This design comes from an exercise in tuning for small area, a short achievable clock period and few clock cycles on the open sky130 flow, not from production work. Power figures rest on the tool's default switching activity, not on a simulated workload.

Design rle, start of the top module:
module rle (
    clk,
    nreset,
    start,
    message_addr,
    message_size,
    rle_addr,
    rle_size,
    done,
    port_A_data_in,
    port_A_data_out,
    port_A_addr,
    port_A_we
    );
input   clk;
input   nreset;
input   start;
input   [31:0] message_addr;
input   [31:0] message_size;
input   [31:0] rle_addr;
input   [31:0] port_A_data_out;
output reg [31:0] port_A_data_in;
output  [15:0] port_A_addr;
output reg port_A_we;
output  [31:0] rle_size;
output  done;
reg        busy;        
reg        rnew;        
reg        dv;          
reg        dlast;       
reg [31:0] q;           
reg        qe0;         
reg        q_v;         
reg        qlast;       
reg [1:0]  qlst;        
reg [3:1]  qne;         
reg        fl;          
reg [13:0] rleft;       
reg [1:0]  lastidx;     
reg [13:0] raddr;
reg [13:0] waddr;
reg [7:0]  v;           
reg [7:0]  c;           
reg        have;        
reg [7:0]  rem_b;       
reg [7:0]  rem_rv;      
reg        rem_rc2;     
reg        rem_v;
reg        rem_2;       
reg        rem_b1;      
reg [15:0] pend;        
reg        pend_v;
reg [13:0] rsw;         
reg        odd;         
assign done = ~busy;
assign rle_size = {16'd0, rsw, odd, 1'b0};
wire [13:0] aword = port_A_we ? waddr : raddr;
assign port_A_addr = {aword, 2'b00};
wire [13:0] anext = aword + 14'd1;      
wire [31:0] x = port_A_data_out;
wire        cap = dv & ~(q_v & rem_v);
wire [1:0]  xlst = dlast ? lastidx : 2'd3;
always @(posedge clk) begin
    if (cap) begin
        q <= x;
        qe0 <= (x[7:0] == q[31:24]);
        qlast <= dlast;
        qlst <= xlst;
        qne <= {(xlst == 2'd3) & (x[31:24] != x[23:16]),
                xlst[1] & (x[23:16] != x[15:8]),
                (xlst != 2'd0) & (x[15:8] != x[7:0])};
    end
end
  ...
For scale: about 1,000 cells after synthesis, roughly 190 flip-flops, roughly 210 I/O pins.
Settings: LEC_CHECK=0, CAP_MARGIN=20, CORE_MARGIN=2, CORE_UTILIZATION=60, SETUP_SLACK_MARGIN=2.0, SLEW_MARGIN=20; clock period 4.5 ns.
standard.sh (not shown) runs the stock make flow with config.mk's settings and CLKGATE_MAP_FILE= SYNTH_SCRIPT=/design/flow/synth_recipe.tcl, a recipe that flattens the netlist after the stock synthesis.
==> flow/flow/run.sh <==
#!/bin/bash
# Standard layout, with plain buf_1 cells as the port buffers and a clock
# tree of smaller buffers without dummy loads.
export BUFFER_PORTS_ARGS="-buffer_cell sky130_fd_sc_hd__buf_1"
export CTS_ARGS="-sink_clustering_enable -repair_clock_nets -buf_list {sky130_fd_sc_hd__clkbuf_4 sky130_fd_sc_hd__clkbuf_8} -dont_use_dummy_load"
bash standard.sh > standard.log 2>&1
==> next run, changes <==
--- a/flow/design.v
+++ b/flow/design.v
@@ -22,21 +22,21 @@
 output reg [31:0] port_A_data_in;
 output  [15:0] port_A_addr;
 output reg port_A_we;
 output  [31:0] rle_size;
 output  done;
 reg        busy;        
 reg        rnew;        
 reg        dv;          
 reg        dlast;       
 reg [31:0] q;           
-reg        qe0;         
+reg [3:0]  qe;          
 reg        q_v;         
 reg        qlast;       
 reg [1:0]  qlst;        
 reg [3:1]  qne;         
 reg        fl;          
 reg [13:0] rleft;       
 reg [1:0]  lastidx;     
 reg [13:0] raddr;
 reg [13:0] waddr;
 reg [7:0]  v;           
@@ -47,45 +47,49 @@
 reg        rem_rc2;     
 reg        rem_v;
 reg        rem_2;       
 reg        rem_b1;      
 reg [15:0] pend;        
 reg        pend_v;
 reg [13:0] rsw;         
 reg        odd;         
 assign done = ~busy;
 assign rle_size = {16'd0, rsw, odd, 1'b0};
-wire [13:0] aword = port_A_we ? waddr : raddr;
+reg  [13:0] aword;      
 assign port_A_addr = {aword, 2'b00};
 wire [13:0] anext = aword + 14'd1;      
+wire [13:0] raddr_n = rnew ? anext : raddr;
+wire [13:0] waddr_n = port_A_we ? anext : waddr;
 wire [31:0] x = port_A_data_out;
 wire        cap = dv & ~(q_v & rem_v);
 wire [1:0]  xlst = dlast ? lastidx : 2'd3;
 always @(posedge clk) begin
     if (cap) begin
         q <= x;
-        qe0 <= (x[7:0] == q[31:24]);
+        qe <= {x[31:24] == x[23:16], x[23:16] == x[15:8],
+               x[15:8] == x[7:0], x[7:0] == q[31:24]};
         qlast <= dlast;
         qlst <= xlst;
         qne <= {(xlst == 2'd3) & (x[31:24] != x[23:16]),
                 xlst[1] & (x[23:16] != x[15:8]),
                 (xlst != 2'd0) & (x[15:8] != x[7:0])};
     end
 end
 wire [31:0] d = q;
 wire        dact = q_v & ~rem_v;             
 wire        flush = fl & ~rem_v;             
 wire        act = rem_v | q_v | fl;
 wire [1:0]  dlst = qlst;
-wire eq0 = qe0;
-wire eq1 = ~qne[1];
-wire eq2 = ~qne[2];
+wire eq0 = qe[0];
+wire eq1 = qe[1];
+wire eq2 = qe[2];
+wire eq3 = qe[3];
 wire c255 = (c == 8'd255);
 wire c254 = (c == 8'd254);
 wire c253 = (c == 8'd253);
 wire c252 = (c == 8'd252);
 wire [3:0] dbnd;
 assign dbnd[0] = have & (~eq0 | c255);
 assign dbnd[1] = qne[1] | ((dlst != 2'd0) & c254 & eq0);
 assign dbnd[2] = qne[2] | (dlst[1] & c253 & eq0 & eq1);
 assign dbnd[3] = qne[3] | ((dlst == 2'd3) & c252 & eq0 & eq1 & eq2);
 wire [3:0] b = dbnd;
@@ -183,37 +187,39 @@
     rem_rv <= d_three ? d[15:8] : d[23:16];
     rem_rc2 <= ~(d_three | b[2]);
     rem_2 <= d_three & (dlst == 2'd3);
     rem_b1 <= dbnd[3];
     port_A_data_in <= ow;
 end
 always @(posedge clk) begin
     if (!busy) begin
         raddr <= message_addr[15:2];
         waddr <= rle_addr[15:2];
+        aword <= message_addr[15:2];
         rleft <= message_size[15:2] + {13'd0, message_size[1:0] != 2'd0};
         lastidx <= message_size[1:0] - 2'd1;
         c <= 8'd0;
         have <= 1'b0;
         pend_v <= 1'b0;
         if (start) begin
             rsw <= 14'd0;
             odd <= 1'b0;
         end
     end else begin
         if (rnew) begin
-            raddr <= anext;
+            raddr <= raddr_n;
             rleft <= rleft - 14'd1;
             dlast <= (rleft == 14'd1);
         end
         if (port_A_we)
-            waddr <= anext;
+            waddr <= waddr_n;
+        aword <= out ? waddr_n : raddr_n;
         if (act) begin
             have <= 1'b1;
             if (dact)
                 v <= vlast;
             c <= c_n;
         end
         if (act & ~nb0)
             pend <= pend_v ? p2 : p1;
         pend_v <= pend_v ^ (act & nb1);
         rsw <= rsw + {13'd0, port_A_we} + {13'd0, flush & pend_v};
The new run produced a clean layout. Worst setup slack improves by 63 ps. Sequential power rose by 7.7%. Register-to-register slack gets better by 60 ps. Clock skew came out higher by 12 ps. Design area rose by 6.1%. Core utilization is higher by 0.72 points. First-iteration DRC count goes up by 14%. Total power rose by 12%. Critical path depth stays the same.
No functional check of the RTL was part of any run of this note.

re-timing with driven ports:
The flow's constraints put no driver on any port. The routed layouts listed below were extracted and timed again, unchanged, in two steps. Step 1 (the two cells are an assumption about what drives the block):
set clk [get_ports {clk}]
set_driving_cell -lib_cell sky130_fd_sc_hd__clkbuf_16 $clk
set_driving_cell -lib_cell sky130_fd_sc_hd__buf_2 [delete_from_list [all_inputs] $clk]
Step 2 also shifts input and output timing later by t, the mid clock arrival at the registers, as if the neighbouring blocks saw the same clock. a / b / c = no drivers / after step 1 / after step 2; a / b = the first two.
| run | t (ns) | slack for setup (ns) | worst setup path at the end | worst data-port slew with drivers (ns) | cell pins on the clock port's net |
|---|---|---|---|---|---|
| the first run | 0.497 | 1.937 / 1.921 / 1.854 | input to register | 0.05 | 1 |
| the second run | 0.547 | 2.000 / 2.000 / 1.865 | input to register | 0.04 | 1 |
After both steps every run listed still meets setup and hold. The setup slack of the second run, which loses most, moves by 0.000 ns with the drivers and by -0.135 ns with both steps.
